This is an optimization exercise on Yosys and OpenROAD, whose aim is small area, not a production implementation. The clock port is modelled as an ideal driver, which makes a skipped or thinned clock tree look cheaper than it is; a real chip needs a root buffer or a tree. Power and IR drop assume default switching activity.

==> flow/design.v <==
module simple_spi_wb_bridge (
    input wire clk,
    input wire rst,
    input wire spi_sclk,
    input wire spi_mosi,
    output wire spi_miso,
    input wire spi_cs_n,
    output reg [15:0] wb_adr_o,
    output wire [7:0] wb_dat_o,
    input wire [7:0] wb_dat_i,
    output wire wb_we_o,
    output wire wb_cyc_o,
    output wire wb_stb_o,
    input wire wb_ack_i
);
    reg spi_sclk_d1, spi_sclk_d2, spi_sclk_d3;
    always @(posedge clk) begin
        spi_sclk_d1 <= spi_sclk;
        spi_sclk_d2 <= spi_sclk_d1;
        spi_sclk_d3 <= spi_sclk_d2;
    end
    wire spi_cs_active = !spi_cs_n;
    wire sclk_rise = spi_sclk_d2 && !spi_sclk_d3;
    reg       kind;
    reg [1:0] byte_idx;
    reg [2:0] bit_count;
    reg [7:0] shift;        
    reg       start;        
    reg       cyc;
    wire last_bit = (bit_count == 3'd7);
    wire tx_phase = !kind && (byte_idx == 2'd3);
    assign spi_miso = !tx_phase | shift[7];
    assign wb_dat_o = shift;
    assign wb_we_o  = kind;
    assign wb_cyc_o = cyc;
    assign wb_stb_o = cyc;
    always @(posedge clk) begin
        if (!spi_cs_active) begin
            bit_count <= 3'd0;
            kind <= 1'b0;
            byte_idx <= 2'd0;
        end else if (sclk_rise) begin
            bit_count <= bit_count + 3'd1;
            if (byte_idx == 2'd0) begin
                if (!kind) begin
                    kind <= spi_mosi;
                    if (last_bit)
                        byte_idx <= 2'd1;
                end
            end else if (last_bit && !tx_phase) begin
                byte_idx <= byte_idx + 2'd1;
            end
        end
    end
    always @(posedge clk) begin
        start <= spi_cs_active && sclk_rise && last_bit &&
                 (kind ? (byte_idx == 2'd3) : (byte_idx == 2'd2));
    end
    always @(posedge clk or posedge rst) begin
        if (rst)
            cyc <= 1'b0;
        else if (start)
            cyc <= 1'b1;
        else if (wb_ack_i)
            cyc <= 1'b0;
    end
    always @(posedge clk) begin
        if (wb_ack_i)
            shift <= wb_dat_i;
        else if (sclk_rise)
            shift <= {shift[6:0], spi_mosi};
    end
    always @(posedge clk) begin
        if (sclk_rise && !(kind && byte_idx == 2'd3))
            wb_adr_o <= {wb_adr_o[14:0], spi_mosi};
    end
endmodule
==> flow/config.mk <==
export PLATFORM = sky130hd
export DESIGN_NAME = simple_spi_wb_bridge
export DESIGN_NICKNAME = simple_spi_wb_bridge
export VERILOG_FILES = /design/flow/design.v
export SDC_FILE = /design/flow/constraint.sdc
export NUM_CORES = 4
export LEC_CHECK = 0
export CAP_MARGIN = 20
export CORE_MARGIN = 2
export CORE_UTILIZATION = 40
export SLEW_MARGIN = 20
==> flow/constraint.sdc <==
create_clock -name core_clock -period 5.0 [get_ports {clk}]
set_input_delay 1.0000 -clock core_clock [delete_from_list [all_inputs] [get_ports {clk}]]
set_output_delay 1.0000 -clock core_clock [all_outputs]
set_load 0.01 [all_outputs]
standard.sh (not shown) runs the stock make flow with config.mk's settings and CLKGATE_MAP_FILE= SYNTH_SCRIPT=/design/flow/synth_recipe.tcl, a recipe that flattens the netlist after the stock synthesis.
==> flow/flow/run.sh <==
#!/bin/bash
# The standard layout (standard.sh), with these changes:
# - synthesis maps the combinational logic with an area-oriented abc script
#   (flow/synth.tcl, flow/area.abc); registers are mapped as in the standard
#   synthesis;
# - the port buffers are the smallest buffer cell;
# - the clock tree is three buffers driven by the clock port, each driving a
#   third of the registers (flow/clock_tree.tcl).
# Each tool's log is in orfs/logs/; make's own output is in standard.log.
set -o pipefail
here=$(pwd)
export AREA_ABC_SCRIPT=$here/flow/area.abc
export CLK_BUF=sky130_fd_sc_hd__buf_4
export CLK_BUF_COUNT=3
bash standard.sh finish \
  "SYNTH_SCRIPT=$here/flow/synth.tcl" \
  "AREA_ABC_SCRIPT=$here/flow/area.abc" \
  "BUFFER_PORTS_ARGS=-buffer_cell sky130_fd_sc_hd__buf_1" \
  "PRE_CTS_TCL=$here/flow/clock_tree.tcl" \
  > standard.log 2>&1
Other scripts of this flow, unchanged in this note and not shown: flow/flow/area.abc, flow/flow/clock_tree.tcl, flow/flow/synth.tcl
Then changed:
==> flow/design.v (replaced) <==
module simple_spi_wb_bridge (
    input wire clk,
    input wire rst,
    input wire spi_sclk,
    input wire spi_mosi,
    output wire spi_miso,
    input wire spi_cs_n,
    output reg [15:0] wb_adr_o,
    output wire [7:0] wb_dat_o,
    input wire [7:0] wb_dat_i,
    output wire wb_we_o,
    output wire wb_cyc_o,
    output wire wb_stb_o,
    input wire wb_ack_i
);
    reg spi_sclk_d1, spi_sclk_d2, spi_sclk_d3;
    always @(posedge clk) begin
        spi_sclk_d1 <= spi_sclk;
        spi_sclk_d2 <= spi_sclk_d1;
        spi_sclk_d3 <= spi_sclk_d2;
    end
    wire spi_cs_active = !spi_cs_n;
    wire sclk_rise = spi_sclk_d2 && !spi_sclk_d3;
    reg       kind;
    reg [4:0] pos;
    reg [7:0] shift;        
    reg       start;        
    reg       cyc;
    wire in_byte1 = (pos[4:3] == 2'd0);
    wire in_byte4 = (pos[4:3] == 2'd3);
    wire tx_phase = !kind && in_byte4;
    assign spi_miso = !tx_phase | shift[7];
    assign wb_dat_o = shift;
    assign wb_we_o  = kind;
    assign wb_cyc_o = cyc;
    assign wb_stb_o = cyc;
    wire pos_clear = !spi_cs_active || (kind && in_byte1);
    always @(posedge clk) begin
        if (pos_clear)
            pos <= 5'd0;
        else if (sclk_rise)
            pos <= pos + 5'd1;
    end
    always @(posedge clk) begin
        if (!spi_cs_active)
            kind <= 1'b0;
        else if (sclk_rise && ((in_byte1 && spi_mosi) || pos == 5'd31))
            kind <= 1'b1;
    end
    always @(posedge clk) begin
        start <= spi_cs_active && sclk_rise && (pos[4] && pos[2] && pos[1] && pos[0]) &&
                 (kind == pos[3]);
    end
    always @(posedge clk or posedge rst) begin
        if (rst)
            cyc <= 1'b0;
        else if (start)
            cyc <= 1'b1;
        else if (wb_ack_i)
            cyc <= 1'b0;
    end
    always @(posedge clk) begin
        if (wb_ack_i)
            shift <= wb_dat_i;
        else if (sclk_rise)
            shift <= {shift[6:0], spi_mosi};
    end
    always @(posedge clk) begin
        if (sclk_rise && !in_byte4)
            wb_adr_o <= {wb_adr_o[14:0], spi_mosi};
    end
endmodule
Effect: Die area is lower slightly; sequential cell count does not change; first-iteration DRC count is lower by well over a third; total power rose slightly; via count goes up slightly; global-route usage increases by 0.41 points.
No functional check of the RTL was part of any run of this note. In every run of this note, the design's own scripts or RTL, not TritonCTS, make the clock network.

-- afterwards: timing with drivers on the ports --
The flow's constraints put no driver on any port. The routed layouts listed below were extracted and timed again, unchanged, in two steps.
Step 1 sets driving cells, clkbuf_16 on the clock port and buf_2 on the other inputs (assumed; they add their load-dependent delay and slew).
Step 2 times the ports against the registers' clock, not the clock port: input delays grow and output delays shrink by t, the midpoint of the rising clock arrivals with the driver on.
a / b / c = ideal / step 1 / step 2; a / b = the first two.
| run | t (ns) | slack for setup (ns) | worst setup path after step 2 |
|---|---|---|---|
| the first run | 0.173 | 2.824 / 2.834 / 2.661 | input to register |
| the second run | 0.171 | 2.808 / 2.814 / 2.643 | input to register |
After both steps every run listed still meets setup and hold. The setup slack of the second run, which loses most, moves by +0.006 ns with the drivers and by -0.165 ns with both steps.
